Context: an optimization exercise on an open-source flow, tuned for small area, a short achievable clock period and few clock cycles per item. The choices shown serve that exercise and are no tape-out recipe. Only simulation tests tie the RTL to the original design; equivalence was not proved. Power is estimated from default activity; no workload was simulated.

### design/flow/flow/run.sh
#!/bin/bash
# Own layout flow: the standard ORFS flow with two changes.
#  1. After the standard synthesis, flow/polarity.py picks the polarity of
#     each full adder (self-dual) and simple gate so that the inverters Yosys's
#     extract_fa leaves around full adders go away.  Registers, ports and the
#     function are unchanged.
#  2. The port buffers that buffer_ports inserts are sky130_fd_sc_hd__buf_1
#     instead of its default (the slow clkdlybuf4s50_1 delay buffer).
# Each step writes its full output to a log file in this folder.
set -euo pipefail
RES=$PWD/orfs/results/${FLOW_PLATFORM}/dut/base
bash standard.sh synth > standard_synth.log 2>&1
cp $RES/1_2_yosys.v synth_standard.v
python3 flow/polarity.py $FLOW_HOME/platforms/sky130hd/lib/sky130_fd_sc_hd__tt_025C_1v80.lib \
    synth_standard.v $RES/1_2_yosys.v > polarity.log 2>&1
rm -f $RES/1_synth.odb $RES/1_synth.sdc
export SETUP_MOVE_SEQUENCE="unbuffer,sizeup,swap"
export BUFFER_PORTS_ARGS="-buffer_cell sky130_fd_sc_hd__buf_1"
bash standard.sh finish > standard_finish.log 2>&1
### design/flow/flow/polarity.py
#!/usr/bin/env python3
"""Polarity clean-up of a flat Yosys gate netlist (sky130hd).

Yosys's extract_fa often wraps full adders in inverters on every input and
output (a full adder is self-dual: FA(~a,~b,~c) = ~FA(a,b,c)).  This script
chooses, for every full adder / majority cell, whether to use it in true or
complemented form, and for every simple gate whether to use it or its
complement (and2 <-> nand2, o21a <-> o21ai, ...), so that the inverters the
netlist needs, and the cell area, are smallest.  Every signal keeps its
function; registers, ports and their nets are untouched.

usage: polarity.py LIBERTY IN.v OUT.v
"""
import re, sys, random

lib, src, dst = sys.argv[1:4]

# ---- cell areas from the liberty
areas = {}
for m in re.finditer(r'cell\s*\(\s*"?(sky130_fd_sc_hd__\w+)"?\s*\)\s*\{', open(lib).read()):
    pass
libtxt = open(lib).read()
for m in re.finditer(r'cell\s*\(\s*"?(sky130_fd_sc_hd__\w+)"?\s*\)\s*\{(.*?)\barea\s*:\s*([\d.]+)', libtxt, re.S):
    areas[m.group(1)] = float(m.group(3))

P = 'sky130_fd_sc_hd__'
HASPLIT = True
OUTPINS = {'X', 'Y', 'Q', 'Q_N', 'SUM', 'COUT', 'HI', 'LO'}
SELFDUAL = {'fa': ['A', 'B', 'CIN'], 'maj3': ['A', 'B', 'C']}
PAIRS = [('and2', 'nand2'), ('and3', 'nand3'), ('and4', 'nand4'), ('or2', 'nor2'),
         ('or3', 'nor3'), ('or4', 'nor4'), ('xor2', 'xnor2'), ('xor3', 'xnor3'),
         ('and2b', 'nand2b'), ('or2b', 'nor2b'), ('and3b', 'nand3b'), ('or3b', 'nor3b'),
         ('and4b', 'nand4b'), ('or4b', 'nor4b'), ('and4bb', 'nand4bb'), ('or4bb', 'nor4bb'),
         ('a21o', 'a21oi'), ('o21a', 'o21ai'), ('a211o', 'a211oi'), ('o211a', 'o211ai'),
         ('a22o', 'a22oi'), ('o22a', 'o22ai'), ('a31o', 'a31oi'), ('o31a', 'o31ai'),
         ('a32o', 'a32oi'), ('o32a', 'o32ai'), ('a41o', 'a41oi'), ('o41a', 'o41ai'),
         ('a221o', 'a221oi'), ('o221a', 'o221ai'), ('a311o', 'a311oi'), ('o311a', 'o311ai'),
         ('a2111o', 'a2111oi'), ('o2111a', 'o2111ai'), ('a21bo', 'a21boi'), ('o21ba', 'o21bai'),
         ('a2bb2o', 'a2bb2oi'), ('o2bb2a', 'o2bb2ai'), ('mux2', 'mux2i')]
COMP = {}
for a, b in PAIRS:
    COMP[a] = b; COMP[b] = a

def base_drive(t):
    m = re.fullmatch(P + r'(\w+?)_(\d+)', t)
    return (m.group(1), m.group(2)) if m else (None, None)

def complement(t):
    b, d = base_drive(t)
    if b not in COMP:
        return None
    c = COMP[b]
    if P + c + '_' + d in areas:
        return P + c + '_' + d
    # nearest available drive
    opts = sorted((int(re.search(r'_(\d+)$', n).group(1)), n) for n in areas
                  if re.fullmatch(P + c + r'_\d+', n))
    for dd, n in opts:
        if dd >= max(1, int(d)):
            return n
    return opts[-1][1] if opts else None

text = open(src).read()
mod = re.search(r'module\s+(\w+)\s*\((.*?)\);(.*)endmodule', text, re.S)
body = mod.group(3)
outports = set()
for m in re.finditer(r'^\s*output\s+(\[(\d+):(\d+)\]\s*)?(\S+?);', body, re.M):
    if m.group(1):
        hi, lo = int(m.group(2)), int(m.group(3))
        for i in range(min(hi, lo), max(hi, lo) + 1):
            outports.add(f'{m.group(4)}[{i}]')
    else:
        outports.add(m.group(4))

cellre = re.compile(r'^\s*(sky130_fd_sc_hd__\w+)\s+(\S+)\s*\((.*?)\);', re.S | re.M)
cells = []
for m in cellre.finditer(body):
    pins = [(p, n.strip()) for p, n in re.findall(r'\.(\w+)\(([^()]*)\)', m.group(3))]
    cells.append({'type': m.group(1), 'name': m.group(2), 'pins': pins, 'span': m.span()})
assert 'assign' not in body, 'netlist has assign statements'

def is_inv(c):
    b, _ = base_drive(c['type'])
    return b in ('inv', 'clkinv')

driver = {}
for i, c in enumerate(cells):
    for p, n in c['pins']:
        if p in OUTPINS:
            driver[n] = (i, p)

# inverters treated as inverters: those whose output is not a port net
invcell = set()
for i, c in enumerate(cells):
    if is_inv(c):
        out = dict(c['pins'])['Y']
        if out not in outports:
            invcell.add(i)

def root(n):
    q = 0
    seen = 0
    while n in driver and driver[n][0] in invcell:
        n = dict(cells[driver[n][0]]['pins'])['A']
        q ^= 1
        seen += 1
        assert seen < 100
    return n, q

# flippable cells
kind = {}
for i, c in enumerate(cells):
    if i in invcell:
        continue
    b, _ = base_drive(c['type'])
    outs = [n for p, n in c['pins'] if p in OUTPINS]
    if any(o in outports for o in outs):
        continue
    if b in SELFDUAL:
        kind[i] = 'sd'
    elif b == 'ha' and HASPLIT:
        kind[i] = 'ha'
    elif complement(c['type']):
        kind[i] = 'gate'

# loads: (cell index, pin, root, parity)
loads = []
for i, c in enumerate(cells):
    if i in invcell:
        continue
    for p, n in c['pins']:
        if p in OUTPINS:
            continue
        r, q = root(n)
        loads.append([i, p, r, q])
# output ports as loads (only if their net is driven through a removable inverter)
for o in outports:
    r, q = root(o)
    if r != o:
        loads.append([-1, o, r, q])

roots_loads = {}
for k, l in enumerate(loads):
    roots_loads.setdefault(l[2], []).append(k)
cell_inroots = {}
for k, l in enumerate(loads):
    if l[0] >= 0:
        cell_inroots.setdefault(l[0], set()).add(l[2])
cell_outroots = {}
for r in roots_loads:
    if r in driver and driver[r][0] not in invcell:
        cell_outroots.setdefault(driver[r][0], set()).add(r)

flip = {i: 0 for i in kind}
INV = areas[P + 'inv_1']

def eff(k):
    i, p, r, q = loads[k]
    e = q
    if i >= 0 and kind.get(i) == 'sd' and p in SELFDUAL[base_drive(cells[i]['type'])[0]]:
        e ^= flip[i]
    if i >= 0 and kind.get(i) == 'ha' and p in ('A', 'B'):
        e ^= flip[i]
    if r in driver:
        d = driver[r][0]
        if d in flip and kind[d] != 'ha':
            e ^= flip[d]
    return e

def root_cost(r):
    return INV if any(eff(k) for k in roots_loads.get(r, [])) else 0.0

def cell_area(i):
    t = cells[i]['type']
    if kind.get(i) == 'ha':
        return (areas[P + 'xor2_1'] + areas[P + 'nor2_1']) if flip[i] else areas[t]
    if kind.get(i) == 'gate' and flip[i]:
        t = complement(t)
    return areas[t]

def affected(i):
    s = set(cell_outroots.get(i, ()))
    if kind[i] == 'sd':
        s |= cell_inroots.get(i, set())
    if kind[i] == 'ha':
        s = set(cell_inroots.get(i, set()))
    return s

def total():
    return sum(root_cost(r) for r in roots_loads) + sum(cell_area(i) for i in kind)

before = total()
rng = random.Random(1)
order = list(kind)

def move_delta(i):
    rs = affected(i)
    c0 = sum(root_cost(r) for r in rs) + cell_area(i)
    flip[i] ^= 1
    c1 = sum(root_cost(r) for r in rs) + cell_area(i)
    flip[i] ^= 1
    return c1 - c0

# simulated annealing over single flips, then greedy descent; keep the best
cur = before
best = cur
best_flip = dict(flip)
steps = 200 * len(order) if order else 0
T0, T1 = 3.0, 0.02
for k in range(steps):
    T = T0 * (T1 / T0) ** (k / max(1, steps - 1))
    i = order[rng.randrange(len(order))]
    d = move_delta(i)
    if d <= 0 or rng.random() < pow(2.718281828, -d / T):
        flip[i] ^= 1
        cur += d
        if cur < best - 1e-9:
            best = cur
            best_flip = dict(flip)
flip.update(best_flip)
improved = True
while improved:
    improved = False
    for i in order:
        if move_delta(i) < -1e-9:
            flip[i] ^= 1
            improved = True
after = total()

# ---- rebuild
def fmt(n):
    return n + ' ' if n.startswith('\\') else n

newwires = []
neg_net = {}
newcells = []
ninv = 0
for r in roots_loads:
    if any(eff(k) for k in roots_loads[r]):
        nm = f'pol_n{ninv}'
        ninv += 1
        neg_net[r] = nm
        newwires.append(nm)
        newcells.append(f'  {P}inv_1 pol_inv{ninv} (\n    .A({fmt(r)}),\n    .Y({nm})\n  );\n')
conn = {}
portfix = []
for k, l in enumerate(loads):
    i, p, r, q = l
    net = neg_net[r] if eff(k) else r
    if i >= 0:
        conn[(i, p)] = net
    else:
        # output port net: drive it with a buffer from the right polarity
        portfix.append((p, net))
for p, net in portfix:
    newcells.append(f'  {P}buf_1 pol_obuf_{len(newcells)} (\n    .A({fmt(net)}),\n    .X({fmt(p)})\n  );\n')

def render(i, c):
    t = c['type']
    if kind.get(i) == 'ha' and flip[i]:
        d = dict(c['pins'])
        a, b = fmt(conn[(i, 'A')]), fmt(conn[(i, 'B')])
        txt = ''
        if 'SUM' in d:
            txt += f'  {P}xor2_1 {c["name"]}_hx (\n    .A({a}),\n    .B({b}),\n    .X({fmt(d["SUM"])})\n  );\n'
        if 'COUT' in d:
            txt += f'  {P}nor2_1 {c["name"]}_hn (\n    .A({a}),\n    .B({b}),\n    .Y({fmt(d["COUT"])})\n  );\n'
        return txt
    if kind.get(i) == 'gate' and flip[i]:
        t = complement(t)
    parts = []
    for p, n in c['pins']:
        if p in OUTPINS:
            if kind.get(i) == 'gate' and flip[i]:
                p = 'Y' if p == 'X' else 'X'
            parts.append(f'    .{p}({fmt(n)})')
        else:
            parts.append(f'    .{p}({fmt(conn[(i, p)])})')
    return f'  {t} {c["name"]} (\n' + ',\n'.join(parts) + '\n  );\n'

out = []
pos = 0
for i, c in enumerate(cells):
    s, e = c['span']
    out.append(body[pos:s])
    if i not in invcell:
        out.append(render(i, c).rstrip('\n').lstrip('\n'))
    pos = e
out.append(body[pos:])
newbody = ''.join(out)
decl = ''.join(f'  wire {w};\n' for w in newwires)
newbody = decl + newbody.rstrip() + '\n' + ''.join(newcells)
res = text[:mod.start(3)] + newbody + '\nendmodule' + text[mod.end():]
open(dst, 'w').write(res)
nflip = sum(flip.values())
print(f'polarity: {len(invcell)} inverters before, {ninv} after; {nflip} cells flipped '
      f'({sum(1 for i in flip if flip[i] and kind[i]=="sd")} self-dual); '
      f'{len(portfix)} port buffers; area of inverters+flippable {before:.1f} -> {after:.1f}')
### design/flow/standard.sh
#!/bin/bash
# synth_recipe.tcl (not shown) runs the flow's synth.tcl, then flattens the netlist and writes it again
# the make line also repeats each setting of config.mk as NAME=value (left out here)
make -C /OpenROAD-flow-scripts/flow DESIGN_CONFIG=/design/flow/config.mk WORK_HOME=/design/flow/orfs CLKGATE_MAP_FILE= SYNTH_SCRIPT=/design/flow/synth_recipe.tcl "${@:-finish}"
### design/flow/config.mk
export PLATFORM = sky130hd
export DESIGN_NAME = dut
export DESIGN_NICKNAME = dut
export VERILOG_FILES = /design/flow/design.v
export SDC_FILE = /design/flow/constraint.sdc
export NUM_CORES = 4
export LEC_CHECK = 0
export CAP_MARGIN = 20
export CORE_MARGIN = 2
export CORE_UTILIZATION = 65
export CTS_BUF_LIST = sky130_fd_sc_hd__clkbuf_16
export CTS_CLUSTER_SIZE = 30
export PLACE_DENSITY = 0.75
export SETUP_SLACK_MARGIN = 4.0
export SLEW_MARGIN = 20
### design/flow/constraint.sdc
create_clock -name core_clock -period 7.5 [get_ports {clk}]
set_input_delay 1.5000 -clock core_clock [delete_from_list [all_inputs] [get_ports {clk}]]
set_output_delay 1.5000 -clock core_clock [all_outputs]
set_load 0.01 [all_outputs]
### design/flow/design.v
`timescale 1ns/1ps
module dut #(
    parameter int DATAW = 16
)(
    input  wire                 clk,
    input  wire                 rst_n,
    input  wire                 in_valid,
    output wire                 in_ready,
    input  wire signed [DATAW-1:0] in_data,
    output reg                  out_valid,
    input  wire                 out_ready,
    output wire signed [2*DATAW-1:0] out_data
);
    reg         v1;         
    reg  [15:0] a1;         
    wire        en2 = !out_valid || out_ready;    
    wire        en1 = !v1 || en2;                 
    assign in_ready = en1;
    wire        s    = in_data[15];
    wire [15:0] z;    
    assign z[0] = 1'b0;
    genvar gi;
    generate for (gi = 0; gi < 15; gi = gi + 1) begin : g_abs
        assign z[gi+1] = z[gi] | (s & in_data[gi]);
    end endgenerate
    wire [15:0] absx = in_data ^ z;
    always @(posedge clk or negedge rst_n) begin
        if (!rst_n) begin
            v1        <= 1'b0;
            out_valid <= 1'b0;
        end else begin
            if (en1) v1 <= in_valid;
            if (en2) out_valid <= v1;
        end
    end
    always @(posedge clk) begin
        if (in_valid && en1) a1 <= absx;
    end
    wire [14:0] m = a1[14:0];
    wire pp_0_1 = m[0] & m[1];
    wire pp_0_2 = m[0] & m[2];
    wire pp_0_3 = m[0] & m[3];
    wire pp_0_4 = m[0] & m[4];
    wire pp_0_5 = m[0] & m[5];
    wire pp_0_6 = m[0] & m[6];
    wire pp_0_7 = m[0] & m[7];
    wire pp_0_8 = m[0] & m[8];
    wire pp_0_9 = m[0] & m[9];
    wire pp_0_10 = m[0] & m[10];
    wire pp_0_11 = m[0] & m[11];
    wire pp_0_12 = m[0] & m[12];
    wire pp_0_13 = m[0] & m[13];
    wire pp_0_14 = m[0] & m[14];
    wire pp_1_2 = m[1] & m[2];
    wire pp_1_3 = m[1] & m[3];
    wire pp_1_4 = m[1] & m[4];
    wire pp_1_5 = m[1] & m[5];
    wire pp_1_6 = m[1] & m[6];
    wire pp_1_7 = m[1] & m[7];
    wire pp_1_8 = m[1] & m[8];
    wire pp_1_9 = m[1] & m[9];
    wire pp_1_10 = m[1] & m[10];
    wire pp_1_11 = m[1] & m[11];
    wire pp_1_12 = m[1] & m[12];
    wire pp_1_13 = m[1] & m[13];
    wire pp_1_14 = m[1] & m[14];
    wire pp_2_3 = m[2] & m[3];
    wire pp_2_4 = m[2] & m[4];
    wire pp_2_5 = m[2] & m[5];
    wire pp_2_6 = m[2] & m[6];
    wire pp_2_7 = m[2] & m[7];
    wire pp_2_8 = m[2] & m[8];
    wire pp_2_9 = m[2] & m[9];
    wire pp_2_10 = m[2] & m[10];
    wire pp_2_11 = m[2] & m[11];
    wire pp_2_12 = m[2] & m[12];
    wire pp_2_13 = m[2] & m[13];
    wire pp_2_14 = m[2] & m[14];
    wire pp_3_4 = m[3] & m[4];
    wire pp_3_5 = m[3] & m[5];
    wire pp_3_6 = m[3] & m[6];
    wire pp_3_7 = m[3] & m[7];
    wire pp_3_8 = m[3] & m[8];
    wire pp_3_9 = m[3] & m[9];
    wire pp_3_10 = m[3] & m[10];
    wire pp_3_11 = m[3] & m[11];
    wire pp_3_12 = m[3] & m[12];
    wire pp_3_13 = m[3] & m[13];
    wire pp_3_14 = m[3] & m[14];
    wire pp_4_5 = m[4] & m[5];
    wire pp_4_6 = m[4] & m[6];
    wire pp_4_7 = m[4] & m[7];
    wire pp_4_8 = m[4] & m[8];
    wire pp_4_9 = m[4] & m[9];
    wire pp_4_10 = m[4] & m[10];
    wire pp_4_11 = m[4] & m[11];
    wire pp_4_12 = m[4] & m[12];
    wire pp_4_13 = m[4] & m[13];
    wire pp_4_14 = m[4] & m[14];
    wire pp_5_6 = m[5] & m[6];
    wire pp_5_7 = m[5] & m[7];
    wire pp_5_8 = m[5] & m[8];
    wire pp_5_9 = m[5] & m[9];
    wire pp_5_10 = m[5] & m[10];
    wire pp_5_11 = m[5] & m[11];
    wire pp_5_12 = m[5] & m[12];
    wire pp_5_13 = m[5] & m[13];
    wire pp_5_14 = m[5] & m[14];
    wire pp_6_7 = m[6] & m[7];
    wire pp_6_8 = m[6] & m[8];
    wire pp_6_9 = m[6] & m[9];
    wire pp_6_10 = m[6] & m[10];
    wire pp_6_11 = m[6] & m[11];
    wire pp_6_12 = m[6] & m[12];
    wire pp_6_13 = m[6] & m[13];
    wire pp_6_14 = m[6] & m[14];
    wire pp_7_8 = m[7] & m[8];
    wire pp_7_9 = m[7] & m[9];
    wire pp_7_10 = m[7] & m[10];
    wire pp_7_11 = m[7] & m[11];
    wire pp_7_12 = m[7] & m[12];
    wire pp_7_13 = m[7] & m[13];
    wire pp_7_14 = m[7] & m[14];
    wire pp_8_9 = m[8] & m[9];
    wire pp_8_10 = m[8] & m[10];
    wire pp_8_11 = m[8] & m[11];
    wire pp_8_12 = m[8] & m[12];
    wire pp_8_13 = m[8] & m[13];
    wire pp_8_14 = m[8] & m[14];
    wire pp_9_10 = m[9] & m[10];
    wire pp_9_11 = m[9] & m[11];
    wire pp_9_12 = m[9] & m[12];
    wire pp_9_13 = m[9] & m[13];
    wire pp_9_14 = m[9] & m[14];
    wire pp_10_11 = m[10] & m[11];
    wire pp_10_12 = m[10] & m[12];
    wire pp_10_13 = m[10] & m[13];
    wire pp_10_14 = m[10] & m[14];
    wire pp_11_12 = m[11] & m[12];
    wire pp_11_13 = m[11] & m[13];
    wire pp_11_14 = m[11] & m[14];
    wire pp_12_13 = m[12] & m[13];
    wire pp_12_14 = m[12] & m[14];
    wire pp_13_14 = m[13] & m[14];
    wire hs0 = m[6] ^ pp_0_11;
    wire hc0 = m[6] & pp_0_11;
    wire hs1 = pp_0_12 ^ pp_1_11;
    wire hc1 = pp_0_12 & pp_1_11;
    wire fs2 = m[7] ^ pp_0_13 ^ pp_1_12;
    wire fc2 = (m[7] & pp_0_13) | (m[7] & pp_1_12) | (pp_0_13 & pp_1_12);
    wire hs3 = pp_2_11 ^ pp_3_10;
    wire hc3 = pp_2_11 & pp_3_10;
    wire fs4 = pp_0_14 ^ pp_1_13 ^ pp_2_12;
    wire fc4 = (pp_0_14 & pp_1_13) | (pp_0_14 & pp_2_12) | (pp_1_13 & pp_2_12);
    wire hs5 = pp_3_11 ^ pp_4_10;
    wire hc5 = pp_3_11 & pp_4_10;
    wire fs6 = m[8] ^ pp_1_14 ^ pp_2_13;
    wire fc6 = (m[8] & pp_1_14) | (m[8] & pp_2_13) | (pp_1_14 & pp_2_13);
    wire fs7 = pp_3_12 ^ pp_4_11 ^ pp_5_10;
    wire fc7 = (pp_3_12 & pp_4_11) | (pp_3_12 & pp_5_10) | (pp_4_11 & pp_5_10);
    wire fs8 = pp_2_14 ^ pp_3_13 ^ pp_4_12;
    wire fc8 = (pp_2_14 & pp_3_13) | (pp_2_14 & pp_4_12) | (pp_3_13 & pp_4_12);
    wire fs9 = m[9] ^ pp_3_14 ^ pp_4_13;
    wire fc9 = (m[9] & pp_3_14) | (m[9] & pp_4_13) | (pp_3_14 & pp_4_13);
    wire hs10 = m[4] ^ pp_0_7;
    wire hc10 = m[4] & pp_0_7;
    wire hs11 = pp_0_8 ^ pp_1_7;
    wire hc11 = pp_0_8 & pp_1_7;
    wire fs12 = m[5] ^ pp_0_9 ^ pp_1_8;
    wire fc12 = (m[5] & pp_0_9) | (m[5] & pp_1_8) | (pp_0_9 & pp_1_8);
    wire hs13 = pp_2_7 ^ pp_3_6;
    wire hc13 = pp_2_7 & pp_3_6;
    wire fs14 = pp_0_10 ^ pp_1_9 ^ pp_2_8;
    wire fc14 = (pp_0_10 & pp_1_9) | (pp_0_10 & pp_2_8) | (pp_1_9 & pp_2_8);
    wire hs15 = pp_3_7 ^ pp_4_6;
    wire hc15 = pp_3_7 & pp_4_6;
    wire fs16 = pp_1_10 ^ pp_2_9 ^ pp_3_8;
    wire fc16 = (pp_1_10 & pp_2_9) | (pp_1_10 & pp_3_8) | (pp_2_9 & pp_3_8);
    wire fs17 = pp_4_7 ^ pp_5_6 ^ hs0;
    wire fc17 = (pp_4_7 & pp_5_6) | (pp_4_7 & hs0) | (pp_5_6 & hs0);
    wire fs18 = pp_2_10 ^ pp_3_9 ^ pp_4_8;
    wire fc18 = (pp_2_10 & pp_3_9) | (pp_2_10 & pp_4_8) | (pp_3_9 & pp_4_8);
    wire fs19 = pp_5_7 ^ hc0 ^ hs1;
    wire fc19 = (pp_5_7 & hc0) | (pp_5_7 & hs1) | (hc0 & hs1);
    wire fs20 = pp_4_9 ^ pp_5_8 ^ pp_6_7;
    wire fc20 = (pp_4_9 & pp_5_8) | (pp_4_9 & pp_6_7) | (pp_5_8 & pp_6_7);
    wire fs21 = hc1 ^ hs3 ^ fs2;
    wire fc21 = (hc1 & hs3) | (hc1 & fs2) | (hs3 & fs2);
    wire fs22 = pp_5_9 ^ pp_6_8 ^ hc3;
    wire fc22 = (pp_5_9 & pp_6_8) | (pp_5_9 & hc3) | (pp_6_8 & hc3);
    wire fs23 = hs5 ^ fc2 ^ fs4;
    wire fc23 = (hs5 & fc2) | (hs5 & fs4) | (fc2 & fs4);
    wire fs24 = pp_6_9 ^ pp_7_8 ^ hc5;
    wire fc24 = (pp_6_9 & pp_7_8) | (pp_6_9 & hc5) | (pp_7_8 & hc5);
    wire fs25 = fc4 ^ fs6 ^ fs7;
    wire fc25 = (fc4 & fs6) | (fc4 & fs7) | (fs6 & fs7);
    wire fs26 = pp_5_11 ^ pp_6_10 ^ pp_7_9;
    wire fc26 = (pp_5_11 & pp_6_10) | (pp_5_11 & pp_7_9) | (pp_6_10 & pp_7_9);
    wire fs27 = fc6 ^ fc7 ^ fs8;
    wire fc27 = (fc6 & fc7) | (fc6 & fs8) | (fc7 & fs8);
    wire fs28 = pp_5_12 ^ pp_6_11 ^ pp_7_10;
    wire fc28 = (pp_5_12 & pp_6_11) | (pp_5_12 & pp_7_10) | (pp_6_11 & pp_7_10);
    wire fs29 = pp_8_9 ^ fc8 ^ fs9;
    wire fc29 = (pp_8_9 & fc8) | (pp_8_9 & fs9) | (fc8 & fs9);
    wire fs30 = pp_4_14 ^ pp_5_13 ^ pp_6_12;
    wire fc30 = (pp_4_14 & pp_5_13) | (pp_4_14 & pp_6_12) | (pp_5_13 & pp_6_12);
    wire fs31 = pp_7_11 ^ pp_8_10 ^ fc9;
    wire fc31 = (pp_7_11 & pp_8_10) | (pp_7_11 & fc9) | (pp_8_10 & fc9);
    wire fs32 = m[10] ^ pp_5_14 ^ pp_6_13;
    wire fc32 = (m[10] & pp_5_14) | (m[10] & pp_6_13) | (pp_5_14 & pp_6_13);
    wire fs33 = pp_7_12 ^ pp_8_11 ^ pp_9_10;
    wire fc33 = (pp_7_12 & pp_8_11) | (pp_7_12 & pp_9_10) | (pp_8_11 & pp_9_10);
    wire fs34 = pp_6_14 ^ pp_7_13 ^ pp_8_12;
    wire fc34 = (pp_6_14 & pp_7_13) | (pp_6_14 & pp_8_12) | (pp_7_13 & pp_8_12);
    wire fs35 = m[11] ^ pp_10_11 ^ pp_7_14;
    wire fc35 = (m[11] & pp_10_11) | (m[11] & pp_7_14) | (pp_10_11 & pp_7_14);
    wire hs36 = m[3] ^ pp_0_5;
    wire hc36 = m[3] & pp_0_5;
    wire hs37 = pp_0_6 ^ pp_1_5;
    wire hc37 = pp_0_6 & pp_1_5;
    wire fs38 = pp_1_6 ^ pp_2_5 ^ pp_3_4;
    wire fc38 = (pp_1_6 & pp_2_5) | (pp_1_6 & pp_3_4) | (pp_2_5 & pp_3_4);
    wire fs39 = pp_2_6 ^ pp_3_5 ^ hc10;
    wire fc39 = (pp_2_6 & pp_3_5) | (pp_2_6 & hc10) | (pp_3_5 & hc10);
    wire fs40 = pp_4_5 ^ hc11 ^ hs13;
    wire fc40 = (pp_4_5 & hc11) | (pp_4_5 & hs13) | (hc11 & hs13);
    wire fs41 = hc13 ^ hs15 ^ fc12;
    wire fc41 = (hc13 & hs15) | (hc13 & fc12) | (hs15 & fc12);
    wire fs42 = hc15 ^ fc14 ^ fs16;
    wire fc42 = (hc15 & fc14) | (hc15 & fs16) | (fc14 & fs16);
    wire fs43 = fc16 ^ fs18 ^ fc17;
    wire fc43 = (fc16 & fs18) | (fc16 & fc17) | (fs18 & fc17);
    wire fs44 = fc18 ^ fs20 ^ fc19;
    wire fc44 = (fc18 & fs20) | (fc18 & fc19) | (fs20 & fc19);
    wire fs45 = fc20 ^ fs22 ^ fc21;
    wire fc45 = (fc20 & fs22) | (fc20 & fc21) | (fs22 & fc21);
    wire fs46 = fc22 ^ fs24 ^ fc23;
    wire fc46 = (fc22 & fs24) | (fc22 & fc23) | (fs24 & fc23);
    wire fs47 = fs26 ^ fc24 ^ fc25;
    wire fc47 = (fs26 & fc24) | (fs26 & fc25) | (fc24 & fc25);
    wire fs48 = fc26 ^ fs28 ^ fc27;
    wire fc48 = (fc26 & fs28) | (fc26 & fc27) | (fs28 & fc27);
    wire fs49 = fc28 ^ fs30 ^ fc29;
    wire fc49 = (fc28 & fs30) | (fc28 & fc29) | (fs30 & fc29);
    wire fs50 = fc30 ^ fs32 ^ fs33;
    wire fc50 = (fc30 & fs32) | (fc30 & fs33) | (fs32 & fs33);
    wire fs51 = pp_9_11 ^ fc32 ^ fc33;
    wire fc51 = (pp_9_11 & fc32) | (pp_9_11 & fc33) | (fc32 & fc33);
    wire fs52 = pp_8_13 ^ pp_9_12 ^ fc34;
    wire fc52 = (pp_8_13 & pp_9_12) | (pp_8_13 & fc34) | (pp_9_12 & fc34);
    wire fs53 = pp_10_12 ^ pp_8_14 ^ pp_9_13;
    wire fc53 = (pp_10_12 & pp_8_14) | (pp_10_12 & pp_9_13) | (pp_8_14 & pp_9_13);
    wire fs54 = m[12] ^ pp_10_13 ^ pp_11_12;
    wire fc54 = (m[12] & pp_10_13) | (m[12] & pp_11_12) | (pp_10_13 & pp_11_12);
    wire hs55 = m[2] ^ pp_0_3;
    wire hc55 = m[2] & pp_0_3;
    wire hs56 = pp_0_4 ^ pp_1_3;
    wire hc56 = pp_0_4 & pp_1_3;
    wire fs57 = pp_1_4 ^ pp_2_3 ^ hs36;
    wire fc57 = (pp_1_4 & pp_2_3) | (pp_1_4 & hs36) | (pp_2_3 & hs36);
    wire fs58 = pp_2_4 ^ hc36 ^ hs37;
    wire fc58 = (pp_2_4 & hc36) | (pp_2_4 & hs37) | (hc36 & hs37);
    wire fs59 = hc37 ^ hs10 ^ fs38;
    wire fc59 = (hc37 & hs10) | (hc37 & fs38) | (hs10 & fs38);
    wire fs60 = hs11 ^ fc38 ^ fs39;
    wire fc60 = (hs11 & fc38) | (hs11 & fs39) | (fc38 & fs39);
    wire fs61 = fs12 ^ fc39 ^ fs40;
    wire fc61 = (fs12 & fc39) | (fs12 & fs40) | (fc39 & fs40);
    wire fs62 = fs14 ^ fc40 ^ fs41;
    wire fc62 = (fs14 & fc40) | (fs14 & fs41) | (fc40 & fs41);
    wire fs63 = fs17 ^ fc41 ^ fs42;
    wire fc63 = (fs17 & fc41) | (fs17 & fs42) | (fc41 & fs42);
    wire fs64 = fs19 ^ fc42 ^ fs43;
    wire fc64 = (fs19 & fc42) | (fs19 & fs43) | (fc42 & fs43);
    wire fs65 = fs21 ^ fc43 ^ fs44;
    wire fc65 = (fs21 & fc43) | (fs21 & fs44) | (fc43 & fs44);
    wire fs66 = fs23 ^ fc44 ^ fs45;
    wire fc66 = (fs23 & fc44) | (fs23 & fs45) | (fc44 & fs45);
    wire fs67 = fs25 ^ fc45 ^ fs46;
    wire fc67 = (fs25 & fc45) | (fs25 & fs46) | (fc45 & fs46);
    wire fs68 = fs27 ^ fc46 ^ fs47;
    wire fc68 = (fs27 & fc46) | (fs27 & fs47) | (fc46 & fs47);
    wire fs69 = fs29 ^ fc47 ^ fs48;
    wire fc69 = (fs29 & fc47) | (fs29 & fs48) | (fc47 & fs48);
    wire fs70 = fs31 ^ fc48 ^ fs49;
    wire fc70 = (fs31 & fc48) | (fs31 & fs49) | (fc48 & fs49);
    wire fs71 = fc31 ^ fs50 ^ fc49;
    wire fc71 = (fc31 & fs50) | (fc31 & fc49) | (fs50 & fc49);
    wire fs72 = fs34 ^ fc50 ^ fs51;
    wire fc72 = (fs34 & fc50) | (fs34 & fs51) | (fc50 & fs51);
    wire fs73 = fs35 ^ fc51 ^ fs52;
    wire fc73 = (fs35 & fc51) | (fs35 & fs52) | (fc51 & fs52);
    wire fs74 = fc35 ^ fs53 ^ fc52;
    wire fc74 = (fc35 & fs53) | (fc35 & fc52) | (fs53 & fc52);
    wire fs75 = pp_9_14 ^ fc53 ^ fs54;
    wire fc75 = (pp_9_14 & fc53) | (pp_9_14 & fs54) | (fc53 & fs54);
    wire fs76 = pp_10_14 ^ pp_11_13 ^ fc54;
    wire fc76 = (pp_10_14 & pp_11_13) | (pp_10_14 & fc54) | (pp_11_13 & fc54);
    wire fs77 = m[13] ^ pp_11_14 ^ pp_12_13;
    wire fc77 = (m[13] & pp_11_14) | (m[13] & pp_12_13) | (pp_11_14 & pp_12_13);
    wire [29:0] ra = {1'b0, m[14], pp_12_14, fs77, fc75, fs75, fc73, fc72, fs72, fc70, fc69, fc68, fc67, fc66, fc65, fc64, fc63, fc62, fc61, fc60, fc59, fc58, fc57, hc56, hc55, pp_1_2, pp_0_2, m[1], 1'b0, m[0]};
    wire [29:0] rb = {1'b0, pp_13_14, fc77, fc76, fs76, fc74, fs74, fs73, fc71, fs71, fs70, fs69, fs68, fs67, fs66, fs65, fs64, fs63, fs62, fs61, fs60, fs59, fs58, fs57, hs56, hs55, 1'b0, pp_0_1, 1'b0, 1'b0};
    reg f_r;    
    reg [29:0] s_r;    
    reg [7:0] g_r;    
    wire [8:0] bs0 = {1'b0, ra[7:0]} + {1'b0, rb[7:0]};
    wire [3:0] bs1 = {1'b0, ra[10:8]} + {1'b0, rb[10:8]};
    wire [3:0] bs2 = {1'b0, ra[13:11]} + {1'b0, rb[13:11]};
    wire [3:0] bs3 = {1'b0, ra[16:14]} + {1'b0, rb[16:14]};
    wire [3:0] bs4 = {1'b0, ra[19:17]} + {1'b0, rb[19:17]};
    wire [3:0] bs5 = {1'b0, ra[22:20]} + {1'b0, rb[22:20]};
    wire [3:0] bs6 = {1'b0, ra[25:23]} + {1'b0, rb[25:23]};
    wire [3:0] bs7 = {1'b0, ra[28:26]} + {1'b0, rb[28:26]};
    wire [1:0] bs8 = {1'b0, ra[29:29]} + {1'b0, rb[29:29]};
    always @(posedge clk) begin
        if (v1 && en2) begin
            f_r <= a1[15];
            s_r[7:0] <= bs0[7:0];
            g_r[0] <= bs0[8];
            s_r[10:8] <= bs1[2:0];
            g_r[1] <= bs1[3];
            s_r[13:11] <= bs2[2:0];
            g_r[2] <= bs2[3];
            s_r[16:14] <= bs3[2:0];
            g_r[3] <= bs3[3];
            s_r[19:17] <= bs4[2:0];
            g_r[4] <= bs4[3];
            s_r[22:20] <= bs5[2:0];
            g_r[5] <= bs5[3];
            s_r[25:23] <= bs6[2:0];
            g_r[6] <= bs6[3];
            s_r[28:26] <= bs7[2:0];
            g_r[7] <= bs7[3];
            s_r[29:29] <= bs8[0:0];
        end
    end
    wire bp1 = &s_r[10:8];
    wire bp2 = &s_r[13:11];
    wire bp3 = &s_r[16:14];
    wire bp4 = &s_r[19:17];
    wire bp5 = &s_r[22:20];
    wire bp6 = &s_r[25:23];
    wire bp7 = &s_r[28:26];
    wire pg0 = g_r[1] | (bp1 & g_r[0]);
    wire pg1 = g_r[3] | (bp3 & g_r[2]);
    wire pp1 = bp3 & bp2;
    wire pg2 = g_r[2] | (bp2 & pg0);
    wire pg3 = pg1 | (pp1 & pg0);
    wire pg4 = g_r[5] | (bp5 & g_r[4]);
    wire pp4 = bp5 & bp4;
    wire pg5 = g_r[7] | (bp7 & g_r[6]);
    wire pp5 = bp7 & bp6;
    wire pg6 = g_r[6] | (bp6 & pg4);
    wire pp6 = bp6 & pp4;
    wire pg7 = pg5 | (pp5 & pg4);
    wire pp7 = pp5 & pp4;
    wire pg8 = g_r[4] | (bp4 & pg3);
    wire pg9 = pg4 | (pp4 & pg3);
    wire pg10 = pg6 | (pp6 & pg3);
    wire pg11 = pg7 | (pp7 & pg3);
    wire [29:0] sq;
    assign sq[7:0] = s_r[7:0];
    assign sq[8] = s_r[8] ^ (g_r[0]);
    assign sq[9] = s_r[9] ^ (g_r[0] & s_r[8]);
    assign sq[10] = s_r[10] ^ (g_r[0] & s_r[8] & s_r[9]);
    assign sq[11] = s_r[11] ^ (pg0);
    assign sq[12] = s_r[12] ^ (pg0 & s_r[11]);
    assign sq[13] = s_r[13] ^ (pg0 & s_r[11] & s_r[12]);
    assign sq[14] = s_r[14] ^ (pg2);
    assign sq[15] = s_r[15] ^ (pg2 & s_r[14]);
    assign sq[16] = s_r[16] ^ (pg2 & s_r[14] & s_r[15]);
    assign sq[17] = s_r[17] ^ (pg3);
    assign sq[18] = s_r[18] ^ (pg3 & s_r[17]);
    assign sq[19] = s_r[19] ^ (pg3 & s_r[17] & s_r[18]);
    assign sq[20] = s_r[20] ^ (pg8);
    assign sq[21] = s_r[21] ^ (pg8 & s_r[20]);
    assign sq[22] = s_r[22] ^ (pg8 & s_r[20] & s_r[21]);
    assign sq[23] = s_r[23] ^ (pg9);
    assign sq[24] = s_r[24] ^ (pg9 & s_r[23]);
    assign sq[25] = s_r[25] ^ (pg9 & s_r[23] & s_r[24]);
    assign sq[26] = s_r[26] ^ (pg10);
    assign sq[27] = s_r[27] ^ (pg10 & s_r[26]);
    assign sq[28] = s_r[28] ^ (pg10 & s_r[26] & s_r[27]);
    assign sq[29] = s_r[29] ^ (pg11);
    assign out_data = {1'b0, f_r, sq[29:2], 1'b0, sq[0]};
endmodule
==> out/results.tsv, run 1 <==
metric	value	unit
Warnings, synthesis	1	
Crit Path Max Fanout	16	
P_sw	0.000697	W
WL/cell	15.4	µm
crit path time final	3.72	ns
max frequency	268	MHz
H-tree levels	2	
RR Endpoint	s_r[18]	
outcome	finished clean	
final setup fails	0	
overall routing resource usage	0.228	
DRC	0	
Core Box Area	7770	µm²
Crit Path Category	flop to flop	
Hold Startpoint	a1[15]	
largest net degree at the start of global routing	38	
GR Overflow Total	0	
sequential power share	0.319	
final WL	9.17	mm
Max rail drop VDD	0.000108	V
# Max-Cap Violations	0	
crit share post-route	0.497	
# rows	32	
max-slew violation count	0	
Buffers on Ports	51	
cell family with most CP delay	adder cells	
Clock Tree Buf Depth	2	
Comb power frac	0.538	
Int Pwr	0.00106	W
pwr/cell area	302	nW/µm²
worst reg-to-reg setup slack	3.78	ns
Die Y	93.8	µm
num ports	54	
slowest CP cell	edfxtp_1	
most frequent cells in the layout	nand2_1 (62), fa_1 (58), edfxtp_1 (53)	
most used cell, CP	fa_1	
CTS root buf	clkbuf_16	
CP Capture Type	flop	
vias	3298	
Worst-path clk slew	0.08	ns
Final Hold Viols	0	
Crit path largest cell delay	0.70	ns
area grow syn2layout	11.2	%
Clock power frac	0.143	
Worst setup SP type	flop	
RSZ-0062 raised after global routing	yes	
worst-margin pin slew	0.655	ns
initial core utilization	0.675	
count of buffer and inverter cells on the critical path	3	
Final Power	0.00176	W
crit path DAT	3.79	ns
share of cells above drive strength 1	0.138	
Pleak	2.31	nW
CTS tree	done	
dpl hpwl	6.99	mm
layout filler cell count	551	
Detailed Routing Iterations Pass 1	5	
Ant. Diodes	0	
mapped cell area	5250	µm²
final-stage net count	618	
first-pass GRT wire length	15.6	mm
total CTS buffers	5	
Synth Area per Inst	11.4	µm²
most common cell after layout, fill and taps aside	nand2_1	
final setup TNS	0	ns
Final Skew	0.00358	ns
Sw Share	0.396	
initial antenna violation count	0	
vias in the first global route	3357	
post-route ant nets	0	
RR Startpoint	a1[12]	
CTS sink count	55	
CP Cell Sequence	nand2_1, fa_1, fa_2, fa_1, fa_1, inv_1, ha_2, inv_2, fa_2, inv_1	
Data required, critical path	7.57	ns
Die Area	8810	µm²
Die Width	93.8	µm
R2R depth	10	
crit path launch	a1[12]	
Mapped Cells	460	
DR iter-0 viols	134	
HP Class	flop to flop	
Stages on worst setup path	10	
worst-skew pair later-pin latency	0.30	ns
Worst Setup EP	s_r[18]	
post-DR vias/cell	5.53	
Min Hold Slack	0.424	ns
Rel. slew slack	0.563	
routability cong.	0.866	
## worst min-delay path by stage
stage               end  slack [ns]  cells after the start
detailed placement  f_r        0.42                      0
global placement    f_r        0.41                      0
finish              f_r        0.42                      0
CTS                 f_r        0.43                      0
floorplan           f_r        0.40                      0
global route        f_r        0.43                      0
## final cells by class
class,instances,area (µm²),area share
flip-flops and latches,55,1640,0.281
repair buffers,52,228,0.0390
inverters,22,82.6,0.0142
clock inverters,3,31.3,0.00536
clock buffers,5,125,0.0215
well taps,102,128,0.0219
multi-input cells,357,3600,0.617
## through the flow
step | utilization | cell area (µm²) | setup slack, ns | std cells
3_5_place_dp | 0.700 | 5430 | 3.71 | 588
5_1_grt | 0.751 | 5830 | 3.65 | 596
2_1_floorplan | - | 5270 | 4.01 | 461
6_report | 0.751 | 5830 | 3.78 | 596
3_3_place_gp | 0.700 | 5430 | 3.84 | 588
4_1_cts | 0.735 | 5710 | 3.83 | 596
## state kept, by name, indices dropped and copies added (netlist names)
| signal | cells |
|---|---|
| g_r | 8 |
| s_r | 28 |
| a1 | 16 |
| v1 | 1 |
| f_r | 1 |
| out_valid | 1 |
## layer usage
| metal | part of all wire | GRT usage | wire (µm) | vias to the layer above |
|---|---|---|---|---|
| met5 | 0 | 0 | 0 | - |
| met4 | 0.010 | 0.0568 | 96 | 0 |
| met3 | 0.039 | 0.0217 | 357 | 9 |
| met2 | 0.51 | 0.395 | 4650 | 76 |
| met1 | 0.44 | 0.315 | 4070 | 1644 |
| li1 | - | - | - | 1569 |
## repair_timing
item                       in CTS  in global routing
hold buffers                    0                  0
resized for setup              37                 30
pin swaps                      13                  9
setup buffers                   0                  0
setup endpoints to repair      16                 16
## power groups by stage
stage	Sequential (W)	Clock (W)	Combinational (W)
2_1_floorplan	0.000521	0	0.000672
3_3_place_gp	0.000546	0	0.000793
3_5_place_dp	0.000551	0	0.000835
4_1_cts	0.000553	0.000254	0.000889
5_1_grt	0.000574	0.000263	0.00108
6_report	0.000561	0.000251	0.000946
Testbench counts, summed over its fixed seeds: cycles 16,016, items 16,000.
==> inputs of run 2 (changes only) <==
--- a/design/flow/flow/run.sh
+++ b/design/flow/flow/run.sh
@@ -14,6 +14,5 @@
 python3 flow/polarity.py $FLOW_HOME/platforms/sky130hd/lib/sky130_fd_sc_hd__tt_025C_1v80.lib \
     synth_standard.v $RES/1_2_yosys.v > polarity.log 2>&1
 rm -f $RES/1_synth.odb $RES/1_synth.sdc
-export SETUP_MOVE_SEQUENCE="unbuffer,sizeup,swap"
 export BUFFER_PORTS_ARGS="-buffer_cell sky130_fd_sc_hd__buf_1"
 bash standard.sh finish > standard_finish.log 2>&1
--- a/design/flow/config.mk
+++ b/design/flow/config.mk
@@ -7,9 +7,9 @@
 export LEC_CHECK = 0
 export CAP_MARGIN = 20
 export CORE_MARGIN = 2
-export CORE_UTILIZATION = 65
+export CORE_UTILIZATION = 70
 export CTS_BUF_LIST = sky130_fd_sc_hd__clkbuf_16
 export CTS_CLUSTER_SIZE = 30
 export PLACE_DENSITY = 0.75
-export SETUP_SLACK_MARGIN = 4.0
+export SETUP_SLACK_MARGIN = 3.85
 export SLEW_MARGIN = 20
==> out/results.tsv, run 2 <==
metric	value	unit
Final Cell Area	6020	µm²
DR iter-0 viols	338	
vias in the first global route	3611	
R2R depth	10	
num ports	54	
Die Width	90.6	µm
initial antenna violation count	0	
HP Class	flop to flop	
CTS tree	done	
crit path DAT	2.12	ns
CTS sink count	55	
total CTS buffers	5	
Mapped Cells	460	
Detailed Routing Iterations Pass 1	4	
max frequency	276	MHz
Warnings, synthesis	1	
Worst-path clk slew	0.08	ns
pwr/cell area	289	nW/µm²
routability cong.	0.851	
Largest Register	s_r	
area grow syn2layout	14.8	%
GR Overflow Total	0	
met1 usage	0.342	
Data required, critical path	6.00	ns
Layout Cells excl Fill	639	
share of cells above drive strength 1	0.139	
RR Endpoint	s_r[19]	
Final Power	0.00174	W
final WL	10.8	mm
Core Box Area	7250	µm²
vias	3563	
Synth Area per Inst	11.4	µm²
post-DR vias/cell	5.58	
Crit Path Max Fanout	3	
global route hottest layer	met2	
Pleak	2.51	nW
outcome	finished clean	
RSZ-0062 raised after global routing	yes	
DRC	0	
max-slew violation count	0	
Die Y	90.6	µm
worst reg-to-reg setup slack	3.93	ns
worst-margin pin slew	0.682	ns
Clock Tree Buf Depth	2	
top flop regs	s_r: 28 flops, a1: 16 flops, g_r: 8 flops	
Final Skew	0.00591	ns
# Max-Cap Violations	0	
Crit Path Category	flop to output pin	
# rows	31	
final setup TNS	0	ns
CTS root buf	clkbuf_16	
Placed Area	5430	µm²
Rel. slew slack	0.545	
Ant. Diodes	0	
hold_buf cts	0	
most frequent cells in the layout	nand2_1 (68), fa_1 (68), edfxtp_1 (53)	
Max rail drop VDD	0.000137	V
Worst setup SP type	flop	
max reg flops	28	
crit path launch	g_r[0]	
Final Hold Viols	0	
worst-skew pair later-pin latency	0.30	ns
CP Capture Type	output pin	
crit path time final	3.62	ns
first-pass GRT wire length	16.9	mm
WL/cell	16.8	µm
final setup fails	0	
largest net degree at the start of global routing	38	
initial core utilization	0.723	
H-tree levels	2	
Final Core Density	0.830	
met3 usage	0.0376	
final-stage net count	664	
crit share post-route	0.483	
Placed Cells	585	
dpl hpwl	7.33	mm
mapped cell area	5250	µm²
RR Startpoint	a1[1]	
post-route ant nets	0	
Die Area	8200	µm²
Buffers on Ports	51	
overall routing resource usage	0.261	
GR Util met2	0.461	
Worst Setup EP	out_data[22]	
run 2: worst min path at each step:
stage | cells past startpoint | end | slack (ns) | start
floorplan | 0 | f_r | 0.40 | a1[15]
CTS | 0 | f_r | 0.43 | a1[15]
global placement | 0 | f_r | 0.41 | a1[15]
finish | 0 | f_r | 0.43 | a1[15]
global route | 0 | f_r | 0.43 | a1[15]
detailed placement | 0 | f_r | 0.41 | a1[15]
run 2: routing by layer:
layer / part of all wire / wire (µm) / up-vias
met2: 0.52 / 5600 / 122
li1: - / - / 1666
met1: 0.41 / 4430 / 1756
met4: 0.019 / 206 / 0
met5: 0 / 0 / -
met3: 0.049 / 523 / 19
run 2: power breakdown:
group          internal, W  switching [W]
sequential        0.000478      0.0000649
combinational     0.000438       0.000515
clock             0.000128       0.000114
run 2: metrics by stage:
step           worst slack (ns)  hold WS, ns
2_1_floorplan              3.87        0.400
5_1_grt                    3.74        0.430
3_5_place_dp               3.73        0.410
3_3_place_gp               3.85        0.407
4_1_cts                    3.85        0.428
6_report                   3.88        0.427
run 2: repair_timing:
| action | CTS | global route |
|---|---|---|
| endpoints found under the setup margin | 7 | 12 |
| pin swaps | 0 | 5 |
| setup buffers | 24 | 22 |
| gates resized for setup | 2 | 17 |
run 2: final cells by class:
| class | instances | area (µm²) |
|---|---|---|
| tap | 99 | 124 |
| clock buffer | 5 | 125 |
| fill | 412 | 1230 |
| sequential | 55 | 1640 |
| clock inverter | 3 | 27.5 |
| inverter | 22 | 82.6 |
| multi-input combinational | 357 | 3470 |
| timing repair buffer | 98 | 557 |
run 2: worst max-delay path, stage by stage, from the launching register on:
cell and delay [ns]:
edfxtp_1 0.36, nand4_1 0.19, a21oi_4 0.28, a41oi_2 0.17, o21bai_1 0.21, ha_2 0.22, ha_4 0.13, xor2_1 0.13
buf_2 0.14
==> inputs of run 3 (changes only) <==
--- a/design/flow/config.mk
+++ b/design/flow/config.mk
@@ -7,7 +7,7 @@
 export LEC_CHECK = 0
 export CAP_MARGIN = 20
 export CORE_MARGIN = 2
-export CORE_UTILIZATION = 70
+export CORE_UTILIZATION = 60
 export CTS_BUF_LIST = sky130_fd_sc_hd__clkbuf_16
 export CTS_CLUSTER_SIZE = 30
 export PLACE_DENSITY = 0.75
==> out/results.tsv, run 3 <==
metric	value	unit
Max rail drop VDD	0.000106	V
overall routing resource usage	0.210	
Mapped Cells	460	
hold_buf cts	0	
max frequency	280	MHz
area grow syn2layout	12.3	%
CP Cell Sequence	nand4_1, a21oi_2, a21oi_2, o21bai_1, ha_1, ha_1, xor2_1, buf_1	
worst-margin pin slew	0.649	ns
Layout Cells excl Fill	632	
Placed Cells	594	
initial antenna violation count	0	
Die Area	9510	µm²
Crit Path Category	flop to output pin	
Final Core Density	0.685	
H-tree levels	2	
post-DR vias/cell	5.40	
Data required, critical path	6.00	ns
Worst-path clk slew	0.07	ns
Warnings, synthesis	1	
top flop regs	s_r: 28 flops, a1: 16 flops, g_r: 8 flops	
most frequent cells in the layout	nand2_1 (67), fa_1 (66), edfxtp_1 (53)	
Die Y	97.5	µm
Worst setup SP type	flop	
crit share post-route	0.476	
final setup TNS	0	ns
sequential power share	0.313	
Min Hold Slack	0.431	ns
first-pass GRT wire length	16.1	mm
total CTS buffers	5	
outcome	finished clean	
DRC	0	
crit path time final	3.57	ns
dpl hpwl	7.06	mm
Ant. Diodes	0	
HP Class	flop to flop	
CTS root buf	clkbuf_16	
# rows	34	
CTS tree	done	
CP Capture Type	output pin	
max reg flops	28	
Sw Share	0.380	
pwr/cell area	288	nW/µm²
Die Width	97.5	µm
final-stage net count	648	
max-slew violation count	0	
GR Overflow Total	0	
routability cong.	0.867	
Largest Register	s_r	
# Max-Cap Violations	0	
Buffers on Ports	51	
Clock Tree Buf Depth	2	
vias in the first global route	3498	
P_sw	0.000646	W
crit path DAT	2.07	ns
Core Box Area	8590	µm²
WL/cell	14.9	µm
Final Skew	0.00327	ns
Comb power frac	0.533	
Synth Area per Inst	11.4	µm²
mapped cell area	5250	µm²
Int Pwr	0.00105	W
slowest CP cell	edfxtp_1	
post-route ant nets	0	
final setup fails	0	
Crit Path Max Fanout	3	
worst-skew pair later-pin latency	0.29	ns
vias	3414	
num ports	54	
Pleak	2.43	nW
DR iter-0 viols	179	
final WL	9.43	mm
CTS sink count	55	
largest net degree at the start of global routing	29	
Detailed Routing Iterations Pass 1	5	
initial core utilization	0.611	
Rel. slew slack	0.567	
Final Hold Viols	0	
Clock power frac	0.153	
RSZ-0062 raised after global routing	yes	
share of cells above drive strength 1	0.115	
Crit path largest cell delay	0.40	ns
worst reg-to-reg setup slack	3.97	ns
most common cell after layout, fill and taps aside	nand2_1	
==> run 3: repair_timing <==
| item | CTS | global route |
|---|---|---|
| buffers inserted | 16 | 14 |
| resized for setup | 2 | 15 |
| pin swaps | 0 | 8 |
| endpoints found under the setup margin | 6 | 10 |
==> run 3: final timing paths <==
| path | depth (start not counted) | from | end |
|---|---|---|---|
| setup reg to reg | 9 | a1[12] | s_r[19] |
| setup / recovery | 8 | g_r[0] | out_data[28] |
| max in group asynchronous | 1 | rst_n | out_valid |
| min in group asynchronous | 1 | rst_n | v1 |
| hold / removal | 0 | a1[15] | f_r |
| hold reg to reg | 0 | a1[15] | f_r |
==> run 3: layer usage <==
metal | up-vias | routed length, µm | track usage | part of all wire
li1 | 1627 | - | - | -
met2 | 73 | 4660 | 0.352 | 0.49
met4 | 0 | 110 | 0.0470 | 0.012
met5 | - | 0 | 0 | 0
met1 | 1703 | 4310 | 0.290 | 0.46
met3 | 11 | 341 | 0.0381 | 0.036
==> run 3: worst max-delay path, delay by kind of cell (launching register included) <==
family	cells	cell delay [ns]
buffers and inverters	1	0.17
AND/OR/NAND/NOR	1	0.14
AO/OA/AOI/OAI	3	0.60
flip-flops	1	0.40
XOR/XNOR	1	0.14
adder cells (fa/ha/maj)	2	0.33
==> run 3: cell type report <==
cell class	count	area [µm²]
clock buffers	5	125
clock inverters	3	38.8
fillers	643	2700
inverters	22	82.6
multi-input cells	357	3440
flip-flops and latches	55	1640
well taps	108	135
repair buffers	82	425
==> run 3: per-stage QoR <==
stage               power [W]  setup slack, ns  instance area [µm²]
CTS                   0.00167             3.85                 5730
global route          0.00186             3.78                 5890
detailed placement    0.00139             3.73                 5440
floorplan             0.00119             3.87                 5250
global placement      0.00134             3.85                 5440
finish                0.00170             3.93                 5890
==> run 3: power groups by stage <==
stage	clock network (W)	registers [W]	logic, W
after floorplan	0	0.000520	0.000671
after global placement	0	0.000545	0.000792
after detailed placement	0	0.000551	0.000843
after CTS	0.000265	0.000533	0.000877
after global routing	0.000276	0.000543	0.00104
final	0.000261	0.000532	0.000905
==> inputs of run 4 (changes only) <==
--- a/design/flow/flow/run.sh
+++ b/design/flow/flow/run.sh
@@ -14,5 +14,7 @@
 python3 flow/polarity.py $FLOW_HOME/platforms/sky130hd/lib/sky130_fd_sc_hd__tt_025C_1v80.lib \
     synth_standard.v $RES/1_2_yosys.v > polarity.log 2>&1
 rm -f $RES/1_synth.odb $RES/1_synth.sdc
+export SETUP_MOVE_SEQUENCE="unbuffer,sizeup,swap,buffer"
+export SKIP_GATE_CLONING=1
 export BUFFER_PORTS_ARGS="-buffer_cell sky130_fd_sc_hd__buf_1"
 bash standard.sh finish > standard_finish.log 2>&1
--- a/design/flow/config.mk
+++ b/design/flow/config.mk
@@ -7,7 +7,7 @@
 export LEC_CHECK = 0
 export CAP_MARGIN = 20
 export CORE_MARGIN = 2
-export CORE_UTILIZATION = 60
+export CORE_UTILIZATION = 65
 export CTS_BUF_LIST = sky130_fd_sc_hd__clkbuf_16
 export CTS_CLUSTER_SIZE = 30
 export PLACE_DENSITY = 0.75
==> out/results.tsv, run 4 <==
metric	value	unit
Final Core Density	0.763	
Core Box Area	7770	µm²
Placed Area	5430	µm²
vias in the first global route	3533	
final-stage net count	653	
final WL	9.93	mm
Sw Share	0.395	
pwr/cell area	284	nW/µm²
crit path DAT	2.07	ns
overall routing resource usage	0.242	
met3 routed WL	479	µm
# rows	32	
Die Y	93.8	µm
CTS tree	done	
layout filler cell count	526	
largest net degree at the start of global routing	38	
CP Capture Type	output pin	
RSZ-0062 raised after global routing	yes	
share of cells above drive strength 1	0.123	
DR iter-0 viols	203	
DR WL met2	5.13	mm
CTS root buf	clkbuf_16	
post-DR vias/cell	5.53	
GR Overflow Total	0	
Synth Area per Inst	11.4	µm²
Int Pwr	0.00102	W
hold_buf cts	0	
Crit Path Category	flop to output pin	
Largest Register	s_r	
Mapped Cells	460	
Detailed Routing Iterations Pass 1	5	
# Max-Cap Violations	0	
initial antenna violation count	0	
Pleak	2.46	nW
sequential power share	0.319	
top flop regs	s_r: 28 flops, a1: 16 flops, g_r: 8 flops	
Max rail drop VDD	0.000127	V
H-tree levels	2	
mapped cell area	5250	µm²
most frequent cells in the layout	fa_1 (69), nand2_1 (67), edfxtp_1 (53)	
WL/cell	15.7	µm
Comb power frac	0.537	
Die Width	93.8	µm
fin worst setup slack	3.93	ns
max reg flops	28	
Buffers on Ports	51	
P_sw	0.000665	W
final setup TNS	0	ns
Hold Startpoint	a1[15]	
Die Area	8810	µm²
Rel. slew slack	0.553	
Final Hold Viols	0	
Final Cell Area	5930	µm²
outcome	finished clean	
Warnings, synthesis	1	
Worst setup SP type	flop	
Crit Path Max Fanout	3	
Worst Hold Depth	0	
pre-CTS setup slack	3.72	ns
RR Endpoint	g_r[3]	
R2R depth	9	
Final Skew	0.00375	ns
Clock Tree Buf Depth	2	
worst-skew pair later-pin latency	0.30	ns
Worst-path clk slew	0.08	ns
RR Startpoint	a1[13]	
most common cell after layout, fill and taps aside	fa_1	
Data required, critical path	6.00	ns
first-pass GRT wire length	16.1	mm
total CTS buffers	5	
crit share post-route	0.476	
routability cong.	0.863	
DRC	0	
worst reg-to-reg setup slack	3.94	ns
worst hold endpoint	f_r	
CTS sink count	55	
DR top layer	met4	
area grow syn2layout	13.0	%
crit path time final	3.57	ns
final setup fails	0	
num ports	54	
Clock power frac	0.144	
HP Class	flop to flop	
dpl hpwl	7.30	mm
Metal-1 WL	4.15	mm
worst-margin pin slew	0.670	ns
Ant. Diodes	0	
max frequency	280	MHz
max-slew violation count	0	
vias	3488	
initial core utilization	0.675	
post-route ant nets	0	
## run 4: cell type report
cell class	count	area [µm²]	share of cell area
Inverter	22	82.6	0.0139
Clock inverter	3	26.3	0.00443
Sequential cell	55	1640	0.277
Clock buffer	5	125	0.0211
Multi-Input combinational cell	357	3460	0.584
Tap cell	102	128	0.0215
Timing Repair Buffer	87	464	0.0783
## run 4: worst max-delay path by stage
| stage | cells after the start | to | slack [ns] | from |
|---|---|---|---|---|
| finish | 8 | out_data[28] | 3.93 | s_r[20] |
| global route | 8 | out_data[28] | 3.80 | s_r[20] |
| CTS | 8 | out_data[28] | 3.84 | s_r[11] |
| detailed placement | 12 | s_r[19] | 3.72 | a1[12] |
| global placement | 12 | s_r[19] | 3.84 | a1[2] |
| floorplan | 13 | s_r[19] | 3.87 | a1[12] |
## run 4: per-stage QoR
step / cells / hold slack (ns) / total power [W]
floorplan: 461 / 0.400 / 0.00119
global placement: 588 / 0.407 / 0.00134
detailed placement: 588 / 0.426 / 0.00140
CTS: 613 / 0.438 / 0.00165
global route: 631 / 0.441 / 0.00184
finish: 631 / 0.433 / 0.00168
## run 4: timing repair
item,CTS,global route
resized for setup,2,16
pin swaps,0,8
buffers inserted,17,18
setup endpoints to repair,7,12
## run 4: worst max-delay path, cell delays in order, from the launching register on
cell and delay (ns):
edfxtp_1 0.44, a41oi_2 0.26, o31ai_4 0.11, a21oi_4 0.18, o21bai_1 0.11, ha_1 0.21
ha_1 0.19, xor2_1 0.12, clkbuf_2 0.15
## run 4: power groups by stage
stage          clock network (W)  logic (W)  registers, W
5_1_grt                 0.000256    0.00104      0.000547
3_5_place_dp                   0   0.000843      0.000552
6_report                0.000242   0.000905      0.000537
2_1_floorplan                  0   0.000671      0.000520
3_3_place_gp                   0   0.000792      0.000546
4_1_cts                 0.000243   0.000876      0.000533
## run 4: layer usage
| layer | up-vias | track usage |
|---|---|---|
| li1 | 1641 | - |
| met2 | 124 | 0.415 |
| met1 | 1706 | 0.313 |
| met5 | - | 0 |
| met3 | 17 | 0.0409 |
| met4 | 0 | 0.0809 |
==> inputs of run 5 (changes only) <==
--- a/design/flow/flow/run.sh
+++ b/design/flow/flow/run.sh
@@ -14,7 +14,6 @@
 python3 flow/polarity.py $FLOW_HOME/platforms/sky130hd/lib/sky130_fd_sc_hd__tt_025C_1v80.lib \
     synth_standard.v $RES/1_2_yosys.v > polarity.log 2>&1
 rm -f $RES/1_synth.odb $RES/1_synth.sdc
-export SETUP_MOVE_SEQUENCE="unbuffer,sizeup,swap,buffer"
-export SKIP_GATE_CLONING=1
+export CTS_ARGS="-sink_clustering_enable -repair_clock_nets -buf_list sky130_fd_sc_hd__clkbuf_16 -root_buf sky130_fd_sc_hd__clkbuf_16 -sink_clustering_size 60 -sink_clustering_max_diameter 300 -dont_use_dummy_load"
 export BUFFER_PORTS_ARGS="-buffer_cell sky130_fd_sc_hd__buf_1"
 bash standard.sh finish > standard_finish.log 2>&1
==> out/results.tsv, run 5 <==
metric	value	unit
routability cong.	0.863	
total CTS buffers	5	
Worst setup SP type	flop	
crit path launch	a1[12]	
Synth Area per Inst	11.4	µm²
Hold Startpoint	a1[15]	
pwr/cell area	281	nW/µm²
Final Core Density	0.760	
crit path time final	3.58	ns
worst reg-to-reg setup slack	3.92	ns
Die Width	93.8	µm
most frequent cells in the layout	fa_1 (68), nand2_1 (66), edfxtp_1 (53)	
fin worst setup slack	3.92	ns
max reg flops	28	
area grow syn2layout	12.5	%
outcome	finished clean	
worst-skew pair later-pin latency	0.30	ns
max frequency	279	MHz
top flop regs	s_r: 28 flops, a1: 16 flops, g_r: 8 flops	
Crit Path Category	flop to flop	
HP Class	flop to flop	
Clock Tree Buf Depth	2	
worst-margin pin slew	0.673	ns
Mapped Cells	460	
R2R depth	9	
share of cells above drive strength 1	0.122	
RR Startpoint	a1[12]	
DR iter-0 viols	208	
Die Area	8810	µm²
CTS root buf	clkbuf_16	
GR Overflow Total	0	
Worst Setup EP	g_r[3]	
Placed Area	5430	µm²
Crit Path Max Fanout	5	
final WL	9.90	mm
Worst-path clk slew	0.08	ns
most common cell after layout, fill and taps aside	fa_1	
initial antenna violation count	0	
final-stage net count	653	
CP Capture Type	flop	
Core Box Area	7770	µm²
crit share post-route	0.477	
RSZ-0062 raised after global routing	yes	
num ports	54	
Final Hold Viols	0	
Final Skew	0.0183	ns
final setup TNS	0	ns
post-DR vias/cell	5.46	
Warnings, synthesis	1	
RR Endpoint	g_r[3]	
# Max-Cap Violations	0	
# rows	32	
dpl hpwl	7.30	mm
Largest Register	s_r	
DRC	0	
CTS sink count	55	
post-route ant nets	0	
largest net degree at the start of global routing	38	
Detailed Routing Iterations Pass 1	4	
pre-CTS setup slack	3.72	ns
Min Hold Slack	0.433	ns
crit path DAT	3.62	ns
initial core utilization	0.675	
final setup fails	0	
CTS tree	done	
max-slew violation count	0	
Die Y	93.8	µm
Pleak	2.44	nW
H-tree levels	2	
vias	3431	
Ant. Diodes	0	
Rel. slew slack	0.551	
overall routing resource usage	0.246	
vias in the first global route	3575	
Data required, critical path	7.54	ns
Max rail drop VDD	0.000117	V
Buffers on Ports	51	
mapped cell area	5250	µm²
Final Cell Area	5900	µm²
WL/cell	15.8	µm
first-pass GRT wire length	16.4	mm
run 5: what timing repair did:
item,4_1_cts,5_1_grt
pin swaps,1,6
buffers inserted,21,14
endpoints found under the hold margin,0,0
resized for setup,3,17
endpoints found under the setup margin,7,12
hold buffers,0,0
run 5: power by group:
part           leakage, nW  internal (W)  switching [W]  total [W]
Sequential           0.534      0.000478      0.0000581   0.000536
Clock               0.0616      0.000118      0.0000959   0.000214
Combinational         1.85      0.000416       0.000495   0.000911
Total                 2.44       0.00101       0.000649    0.00166
run 5: worst min-delay path by stage:
stage / to / slack, ns / cells past startpoint
after global placement: f_r / 0.41 / 0
after global routing: f_r / 0.44 / 0
after detailed placement: f_r / 0.43 / 0
after CTS: f_r / 0.44 / 0
after floorplan: f_r / 0.40 / 0
final: f_r / 0.43 / 0
run 5: area by class of cell:
cell class	count	area, µm²
multi-input combinational	357	3460
fill	517	1860
sequential	55	1640
timing repair buffer	87	464
tap	102	128
clock buffer	5	125
inverter	22	82.6
run 5: layer usage:
| metal | up-vias | routed length (µm) | global-route usage |
|---|---|---|---|
| met3 | 24 | 499 | 0.0369 |
| met1 | 1658 | 4160 | 0.314 |
| met4 | 0 | 205 | 0.0785 |
| met5 | - | 0 | 0 |
| met2 | 115 | 5040 | 0.435 |
| li1 | 1634 | - | - |
run 5: worst max-delay path, stage by stage, from the launching register on:
cell	delay, ns
edfxtp_1	0.47
buf_4	0.19
and2_1	0.15
fa_1	0.48
fa_1	0.41
fa_1	0.48
fa_1	0.53
ha_1	0.30
a21o_1	0.16
a21o_1	0.17
run 5: stage by stage:
step / power, W / std cells
floorplan: 0.00119 / 461
global placement: 0.00134 / 588
detailed placement: 0.00140 / 588
CTS: 0.00164 / 614
global route: 0.00181 / 628
finish: 0.00166 / 628

==> afterwards: timing with drivers on the ports <==
In the flow no input, the clock included, has a driving cell. The finished layouts below were timed again as built, in two steps. Step 1: set_driving_cell puts a clkbuf_16 on clk and a buf_2 on each other input, an assumption about the parent block. Step 2 also shifts input and output timing later by t, the mid clock arrival at the registers, as if the neighbouring blocks saw the same clock. a / b / c = no drivers / after step 1 / after step 2; a / b = the first two.
run	t, ns	setup WS [ns]	hold WS [ns]	clock arrival spread, ns	worst register clock-pin slew, ns
run 1	0.333	3.775 / 3.775 / 3.775	0.424 / 0.424 / 0.424	0.004 / 0.004	0.08 / 0.08
run 2	0.333	3.880 / 3.840 / 3.931	0.427 / 0.427 / 0.427	0.006 / 0.006	0.08 / 0.08
run 3	0.328	3.933 / 3.895 / 3.971	0.431 / 0.431 / 0.431	0.003 / 0.003	0.07 / 0.07
run 4	0.334	3.931 / 3.892 / 3.940	0.433 / 0.433 / 0.433	0.004 / 0.004	0.08 / 0.08
run 5	0.327	3.922 / 3.891 / 3.922	0.433 / 0.433 / 0.433	0.018 / 0.018	0.08 / 0.08
After both steps every run listed still meets setup and hold.
